Context: an optimization exercise on an open-source flow, tuned for small area. The choices shown serve that exercise and are no tape-out recipe. In this exercise RTL edits were held to simulation tests only and were not proved equivalent to the original. No activity file was given, so power comes from the tool's default toggle rates.

==> design/flow/design.v <==
module FlappyBird(
    input CLOCK_50,
    input rst_n,
    input [1:0] KEY,
    output VGA_HS,
    output VGA_VS,
    output [7:0] VGA_R, VGA_G, VGA_B,
    output [6:0] HEX2, HEX1, HEX0,
    output VGA_BLANK_N,
    output VGA_SYNC_N,
    output VGA_CLK
    );
    wire clr_n = KEY[1];
    reg [8:0] tb;
    wire pix_en = ~tb[0];
    wire tick = (tb == 9'd0);
    always @(posedge CLOCK_50, negedge rst_n)
        if (!rst_n) tb <= 9'd1;
        else tb <= (tb == 9'd501) ? 9'd0 : tb + 9'd1;
    assign VGA_CLK = tb[0];
    assign VGA_BLANK_N = 1'b1;
    assign VGA_SYNC_N = 1'b1;
    reg [9:0] hp, vp;
    reg hz;
    wire hwrap = (hp == 10'd800);
    wire vwrap = (vp == 10'd525);
    always @(posedge CLOCK_50, negedge rst_n)
        if (!rst_n) begin
            hp <= 10'd0; vp <= 10'd0; hz <= 1'b1;
        end else if (!clr_n) begin
            hz <= 1'b1;
        end else if (pix_en) begin
            hz <= 1'b0;
            if (hz) begin
                hp <= 10'd0; vp <= 10'd0;
            end else begin
                hp <= hwrap ? 10'd0 : hp + 10'd1;
                if (hwrap) vp <= vwrap ? 10'd0 : vp + 10'd1;
            end
        end
    assign VGA_HS = ~((hp > 10'd16) & (hp < 10'd112));
    assign VGA_VS = ~(vp == 10'd11);
    wire display = (hp > 10'd160);
    reg [20:0] lfsr;
    always @(posedge CLOCK_50, negedge rst_n)
        if (!rst_n) lfsr <= {21{1'b1}};
        else if (tick) lfsr <= {lfsr[18:0], lfsr[20] ^ lfsr[15], lfsr[0] ^ lfsr[8]};
    wire [6:0] newy = lfsr[10:4];
    reg [9:0] bird;
    reg [9:0] x1;
    reg [6:0] ty1, ty2, ty3;
    wire c1 = (x1 >= 10'd135) & (x1 <= 10'd225);
    wire c2 = (x1 >= 10'd670) & (x1 <= 10'd760);
    wire c3 = (x1 >= 10'd430) & (x1 <= 10'd520);
    wire [6:0] tyc = c1 ? ty1 : c2 ? ty2 : ty3;
    wire [10:0] fd = {1'b0, bird} - {4'b0, tyc};
    wire [10:0] fd_u = {~fd[10], fd[9:0]};  
    wire fin = ((fd_u >= 11'd1155)) & ((fd_u <= 11'd1193));
    wire bird_ok = (bird >= 10'd15);
    wire crash = (c1 | c2 | c3) & bird_ok & ~fin;
    wire game_end = clr_n & crash;
    wire active = tick & clr_n & ~crash;
    wire w1 = (x1 <= 10'd114);
    wire w2 = (x1 == 10'd649);
    wire w3 = (x1 == 10'd409);
    always @(posedge CLOCK_50, negedge rst_n)
        if (!rst_n) begin
            bird <= 10'd70; x1 <= 10'd404;
            ty1 <= 7'd90; ty2 <= 7'd30; ty3 <= 7'd50;
        end else if (!clr_n) begin
            bird <= 10'd70; x1 <= 10'd404;
            ty1 <= 7'd90; ty2 <= 7'd30; ty3 <= 7'd50;
        end else if (active) begin
            if (!KEY[0]) begin
                if (bird >= 10'd466) bird <= 10'd465;
                else if (bird >= 10'd15) bird <= bird - 10'd6;
                else bird <= 10'd15;
            end else begin
                if (bird <= 10'd465) bird <= bird + 10'd6;
                else bird <= 10'd465;
            end
            x1 <= w1 ? 10'd904 : x1 - 10'd5;
            if (w1) ty1 <= newy;
            if (w2) ty2 <= newy;
            if (w3) ty3 <= newy;
        end
    reg [1:0] sd2;
    reg [3:0] sd1, sd0;
    reg sc, si;
    wire d0n = (sd0 == 4'd9);
    wire d1n = (sd1 == 4'd9);
    wire top = (sd2 == 2'd2) & (sd1 == 4'd5) & (sd0 == 4'd5);
    wire [1:0] i2 = top ? 2'd0 : (d0n & d1n) ? sd2 + 2'd1 : sd2;
    wire [3:0] i1 = top ? 4'd0 : d0n ? (d1n ? 4'd0 : sd1 + 4'd1) : sd1;
    wire [3:0] i0 = (top | d0n) ? 4'd0 : sd0 + 4'd1;
    wire [1:0] s2 = sc ? 2'd0 : si ? i2 : sd2;
    wire [3:0] s1 = sc ? 4'd0 : si ? i1 : sd1;
    wire [3:0] s0 = sc ? 4'd0 : si ? i0 : sd0;
    always @(posedge CLOCK_50, negedge rst_n)
        if (!rst_n) begin
            sd2 <= 2'd0; sd1 <= 4'd0; sd0 <= 4'd0; sc <= 1'b0; si <= 1'b0;
        end else begin
            if (pix_en) begin
                sd2 <= s2; sd1 <= s1; sd0 <= s0;
            end
            if (!clr_n) begin
                sc <= 1'b1; si <= 1'b0;
            end else if (active & (w1 | w2 | w3)) begin
                sc <= 1'b0; si <= 1'b1;
            end else if (pix_en) begin
                sc <= 1'b0; si <= 1'b0;
            end
        end
    hex_decoder H0(.d(sd0), .seg(HEX0));
    hex_decoder H1(.d(sd1), .seg(HEX1));
    hex_decoder H2(.d({2'b0, sd2}), .seg(HEX2));
    wire [10:0] bd = {1'b0, vp} - {1'b0, bird};
    wire [10:0] bd_u = {~bd[10], bd[9:0]};  
    wire bpix = (hp >= 10'd180) & (hp <= 10'd210) & bird_ok &
                ((bd_u >= 11'd1053)) & ((bd_u <= 11'd1083));
    wire [10:0] w = {1'b0, hp} - {1'b0, x1};
    wire [10:0] w_u = {~w[10], w[9:0]};  
    wire sw = (w_u >= 11'd1009) && (w_u <= 11'd1069);
    wire s2a = (w_u >= 11'd1269) && (w_u <= 11'd1329);
    wire s2b = (w_u >= 11'd474) && (w_u <= 11'd534);
    wire s3a = (w_u >= 11'd1509) && (w_u <= 11'd1569);
    wire s3b = (w_u >= 11'd714) && (w_u <= 11'd774);
    wire t2 = s2a | s2b;
    wire t3 = s3a | s3b;
    wire [6:0] tyb = sw ? ty1 : t2 ? ty2 : ty3;
    wire [10:0] ed = {1'b0, vp} - {4'b0, tyb};
    wire [10:0] ed_u = {~ed[10], ed[9:0]};  
    wire gap = ((ed_u >= 11'd1184)) & ((ed_u <= 11'd1252));
    wire tpix = (sw | t2 | t3) & ~gap;
    wire xl = ((hp >= 10'd559) & (hp <= 10'd569)) | ((hp >= 10'd439) & (hp <= 10'd449)) | ((hp >= 10'd319) & (hp <= 10'd329));
    wire xm = ((hp >= 10'd574) & (hp <= 10'd624)) | ((hp >= 10'd454) & (hp <= 10'd504)) | ((hp >= 10'd334) & (hp <= 10'd384));
    wire xr = ((hp >= 10'd629) & (hp <= 10'd639)) | ((hp >= 10'd509) & (hp <= 10'd519)) | ((hp >= 10'd389) & (hp <= 10'd399));
    wire [3:0] dsel = (hp >= 10'd559) ? s0 : (hp >= 10'd439) ? s1 : {2'b0, s2};
    wire y0 = (vp >= 10'd204) & (vp <= 10'd214);
    wire yu = (vp >= 10'd204) & (vp <= 10'd281);
    wire yd = (vp >= 10'd287) & (vp <= 10'd364);
    wire y3 = (vp >= 10'd354) & (vp <= 10'd364);
    wire y6 = (vp >= 10'd279) & (vp <= 10'd289);
    reg [6:0] sg;  
    always @(*)
        case (dsel)
            4'd0: sg = 7'b0111111;
            4'd1: sg = 7'b0000110;
            4'd2: sg = 7'b1011011;
            4'd3: sg = 7'b1001111;
            4'd4: sg = 7'b1100110;
            4'd5: sg = 7'b1101101;
            4'd6: sg = 7'b1111101;
            4'd7: sg = 7'b0000111;
            4'd8: sg = 7'b1111111;
            4'd9: sg = 7'b1101111;
            default: sg = 7'b0000000;
        endcase
    wire lit = (xm & ((y0 & sg[0]) | (y3 & sg[3]) | (y6 & sg[6]))) |
               (xr & ((yu & sg[1]) | (yd & sg[2]))) |
               (xl & ((yd & sg[4]) | (yu & sg[5])));
    reg pr, pg, pb;
    always @(posedge CLOCK_50, negedge rst_n)
        if (!rst_n) begin
            pr <= 1'b0; pg <= 1'b0; pb <= 1'b0;
        end else if (pix_en) begin
            if (!game_end) begin
                pr <= display & bpix;
                pg <= display & ~bpix & tpix;
                pb <= display & ~bpix & ~tpix;
            end else begin
                pr <= lit; pg <= lit; pb <= lit;
            end
        end
    assign VGA_R = {8{pr}};
    assign VGA_G = {8{pg}};
    assign VGA_B = {8{pb}};
endmodule
module hex_decoder(input [3:0] d, output reg [6:0] seg);
    always @(*)
        case (d)
            4'd0: seg = 7'b100_0000;
            4'd1: seg = 7'b111_1001;
            4'd2: seg = 7'b010_0100;
            4'd3: seg = 7'b011_0000;
            4'd4: seg = 7'b001_1001;
            4'd5: seg = 7'b001_0010;
            4'd6: seg = 7'b000_0010;
            4'd7: seg = 7'b111_1000;
            4'd8: seg = 7'b000_0000;
            4'd9: seg = 7'b001_1000;
            default: seg = 7'b0;
        endcase
endmodule
==> design/flow/run.sh <==
#!/bin/bash
# synth_recipe.tcl (not shown) runs the flow's synth.tcl, then flattens the netlist and writes it again
# the make line also repeats each setting of config.mk as NAME=value (left out here)
make -C /OpenROAD-flow-scripts/flow DESIGN_CONFIG=/design/flow/config.mk WORK_HOME=/design/flow/orfs CLKGATE_MAP_FILE= SYNTH_SCRIPT=/design/flow/synth_recipe.tcl finish
==> design/flow/config.mk <==
export PLATFORM = sky130hd
export DESIGN_NAME = FlappyBird
export DESIGN_NICKNAME = FlappyBird
export VERILOG_FILES = /design/flow/design.v
export SDC_FILE = /design/flow/constraint.sdc
export NUM_CORES = 4
export LEC_CHECK = 0
export CAP_MARGIN = 20
export CORE_MARGIN = 2
export CORE_UTILIZATION = 40
export PLACE_DENSITY = 0.6
export SLEW_MARGIN = 20
==> design/flow/constraint.sdc <==
create_clock -name core_clock -period 10.0 [get_ports {CLOCK_50}]
set_input_delay 2.0000 -clock core_clock [delete_from_list [all_inputs] [get_ports {CLOCK_50}]]
set_output_delay 2.0000 -clock core_clock [all_outputs]
set_load 0.01 [all_outputs]
==> summary.txt <==
- Crit-path most repeated cell: o21ai_0
- Kind of critical path: reg2reg
- Sw frac: 27.35%
- Arrival @ worst endpoint: 6.45 ns
- Yosys Warn Count: 2
- # setup viols final: 0
- Most frequent cell after synthesis: nand2_1
- Worst r2r src: hp[0]$_DFFE_PN0P_
- Post-synthesis sequential area ratio: 28.24%
- Flop pwr share: 50.4%
- Commonest cells post-synth: 164 x nand2_1, 86 x o21ai_0, 81 x nor2_1
- Worst Setup SP: hp[0]$_DFFE_PN0P_
- PwrDens: 83.04 nW/µm²
- Area Growth Syn to Fin: 8.594%
- Netlist Area Pre-Place: 9478 µm²
- Global route overflow: 0
- FF+latch count, synth: 105
- Initial Utilization: 40.62%
- Setup crit end: pb$_DFFE_PN0N_
- Post-route ant nets: 0
- R2R Setup Slk: 3.80 ns
- Pint: 0.6210 mW
- VDD IR-drop max: 73.64 µV
- Die height: 157.9 µm
- # IOs: 54
- Unique cell type count in the Yosys netlist: 98
- Cts bufs inserted: 9
- RSZ-0062 raised after global routing: no
- Leakage: 4.214 nW
- Residual DRC count: 0
- DR iter-0 viols: 452
- Crit end category: register
- Crit path launch type: register
- Layout Skew: 0.01292 ns
- GRT Resource Usage Total: 20.55%
- Mapped Cells: 1179
- Final setup TNS: 0 ns
- Clock transition at path regs: 0.09 ns
- Reg-to-reg critical path endpoint: pb$_DFFE_PN0N_
- Max-slew violations: 0
- Tmin final: 6.197 ns
- Nets@finish: 1235
- Fmax: 161.4 MHz
- Largest net degree at the start of global routing: 60
- Max clock buf depth: 2
- Number of global-route vias before repair: 7968
- First-pass iteration count of the detailed router: 5
- Crit path required time: 10.25 ns
- Area of the core: 23330 µm²
- Clock latency on the worst-skew pair: 0.37 ns
- H-tree Lvls: 3
- Row cnt: 56
- Mapped Avg Cell Area: 8.039 µm²
- Critical path's slowest cell: o22a_1
- Actual slew at the worst max-slew pin: 0.9108 ns
- Avg WL per Cell: 16.80 µm
- Post-DP HPWL: 18460 µm
- Root Buffer: clkbuf_16
- Hold Violations, Final: 0
- Share of cells above drive strength 1: 9.192%
- Max_slew headroom: 38.42%
- Number of inserted diodes: 0
- First-pass GRT wire length: 40970 µm
- Dominant synthesized flop cell: dfrtp_1
- Setup Buffers After CTS: 0
- Status: no timing/DRC/antenna violations
- Cell accounting for the most synthesized area: dfrtp_1
- Die area: 24940 µm²
- Utilization of the core after routing: 44.11%
- Net Switching: 0.2337 mW
- CTS Sinks: 105
- Synth top area cells: dfrtp_1 17%, dfstp_2 11%, ha_1 9.0%
- Clock Power Share: 44.7%
- Port bufs: 50
- Worst-case reg-to-reg path depth: 23
- Number of flops mapped to enable cells by yosys: 0
- Crit-path max FO: 9
- Hold Crit Class: reg2reg
- Antenna violations before repair: 0
- Quantity of gates resized following cts: 0
- Cell family with most CP delay: compound AO/OA/AOI/OAI gates
- Width of the chip: 157.9 µm
- Vias per Instance: 5.744
- Final Wtd Congestion: 0.9452
- Comb power frac: 4.9%
- CP cell instances: inv_1, ha_1, fa_1, nand2b_1, a211oi_1, o22ai_2, xor2_2, a2111oi_1, nor3_1, o22a_1, mux2i_1, o21ai_0, ha_1, fa_1, nor2b_1, o21ai_0, a21boi_0, o21ai_0, a221o_1, mux2_2, a22oi_1, a21boi_1, nand4b_1
- Stages on worst setup path: 23
- Final period util: 61.97%
- CTS tree: yes
- Via count: 8519
- Final WL: 24910 µm
- Critical path's largest stage delay: 0.51 ns
- # hold bufs at CTS: 0
- Post-synth ARST share: 100.0%
- CP bufs+invs: 1
- Max_cap viols: 0
- Synth top area share: 17.43%
- Pwr Total: 0.8547 mW
-- placed cells by master (no fill, tap or decap), drive strengths merged, types with 32 or more instances in the layout --
master,count
a21oi,60
clkdlybuf4s50,49
dfrtp,66
dfstp,39
ha,68
inv,66
mux2i,36
nand2,165
nand3,47
nor2,82
nor3,32
o21ai,92
-- power groups by stage --
stage          clock [mW]  sequential, mW  combinational [mW]
3_3_place_gp            0           0.438              0.0422
3_5_place_dp            0           0.439              0.0428
6_report            0.382           0.431              0.0420
2_1_floorplan           0           0.437              0.0252
4_1_cts             0.393           0.431              0.0430
5_1_grt             0.407           0.431              0.0485
-- logic make-up (layout without fill, tap and decap cells) --
| group | count (synthesis) | after routing | synth area share (%) |
|---|---|---|---|
| buf+inv | 151 | 135 | 7.379 |
| simple gates | 461 | 461 | 24.07 |
| compound gates | 307 | 307 | 21.90 |
| xor+xnor | 36 | 36 | 3.406 |
| flops | 105 | 105 | 28.24 |
| other cells | 2 | 3 | 0.07924 |
| mux | 45 | 45 | 5.109 |
| fa+ha+maj | 72 | 72 | 9.822 |
-- metal layers --
metal	vias to the layer above	GRT usage, %	share of wire (%)
met5	-	0	0
met4	0	5.320	1.5
met3	30	2.737	5.0
met2	208	34.24	46
met1	4086	28.14	47
li1	4195	-	-
-- worst min-delay path, cell delays in order, from the launching register on --
cell	delay (ns)
dfstp_2	0.38
nand2_1	0.05
nand2_1	0.04
-- cell type report --
cell class / instances / area [µm²]
Clock inverter: 7 / 91.34
Fill cell: 2337 / 13040
Inverter: 63 / 236.5
Sequential cell: 105 / 2676
Clock buffer: 9 / 225.2
Tap cell: 319 / 399.1
Multi-Input combinational cell: 924 / 6121
Timing Repair Buffer: 56 / 543.0
-- metrics by stage --
stage / setup WS [ns] / hold WS, ns / area, µm² / std cells
final: 3.803 / 0.4546 / 10290 / 1483
after CTS: 3.859 / 0.4561 / 10290 / 1483
after global placement: 3.998 / 0.4407 / 9967 / 1467
after detailed placement: 3.882 / 0.4425 / 9976 / 1467
after floorplan: 4.874 / 0.4346 / 9482 / 1180
after global routing: 3.326 / 0.4735 / 10290 / 1483
-- how the worst min path moves through the flow --
stage,start,end,slack [ns],depth (start not counted)
3_3_place_gp,lfsr[18]$_DFFE_PN1N_,lfsr[20]$_DFFE_PN1N_,0.44,2
6_report,lfsr[13]$_DFFE_PN1N_,lfsr[15]$_DFFE_PN1N_,0.45,2
5_1_grt,lfsr[11]$_DFFE_PN1N_,lfsr[11]$_DFFE_PN1N_,0.47,2
2_1_floorplan,lfsr[11]$_DFFE_PN1N_,lfsr[13]$_DFFE_PN1N_,0.43,2
4_1_cts,lfsr[13]$_DFFE_PN1N_,lfsr[15]$_DFFE_PN1N_,0.46,2
3_5_place_dp,lfsr[18]$_DFFE_PN1N_,lfsr[20]$_DFFE_PN1N_,0.44,2
-- flip-flops by register name, summed over array words and instances (netlist names), 2 cells and up --
register / cells
sd2: 2
bird: 10
tb: 9
sd1: 4
vp: 10
ty3: 7
ty2: 7
lfsr: 19
hp: 10
sd0: 4
x1: 10
ty1: 7

==> afterwards: timing with drivers on the ports <==
In the flow no input, the clock included, has a driving cell. The finished layout below was timed again as built, in two steps.
Step 1: set_driving_cell puts a clkbuf_16 on CLOCK_50 and a buf_2 on each other input, an assumption about the parent block.
Step 2 adds t to the input delays and takes it off the output delays; t is the mean of the earliest and latest rising clock arrival at the registers after step 1. Input paths then give back, and output paths get back, about the clock's delay inside the block.
a / b / c = no drivers / after step 1 / after step 2; a / b = the first two.
t, ns: 0.412
setup WS [ns]: 3.803 / 3.803 / 3.803
latest minus earliest clock arrival (ns): 0.013 / 0.013
After both steps setup and hold are still met in this run. The setup slack of this run moves by 0.000 ns with the drivers and by 0.000 ns with both steps.
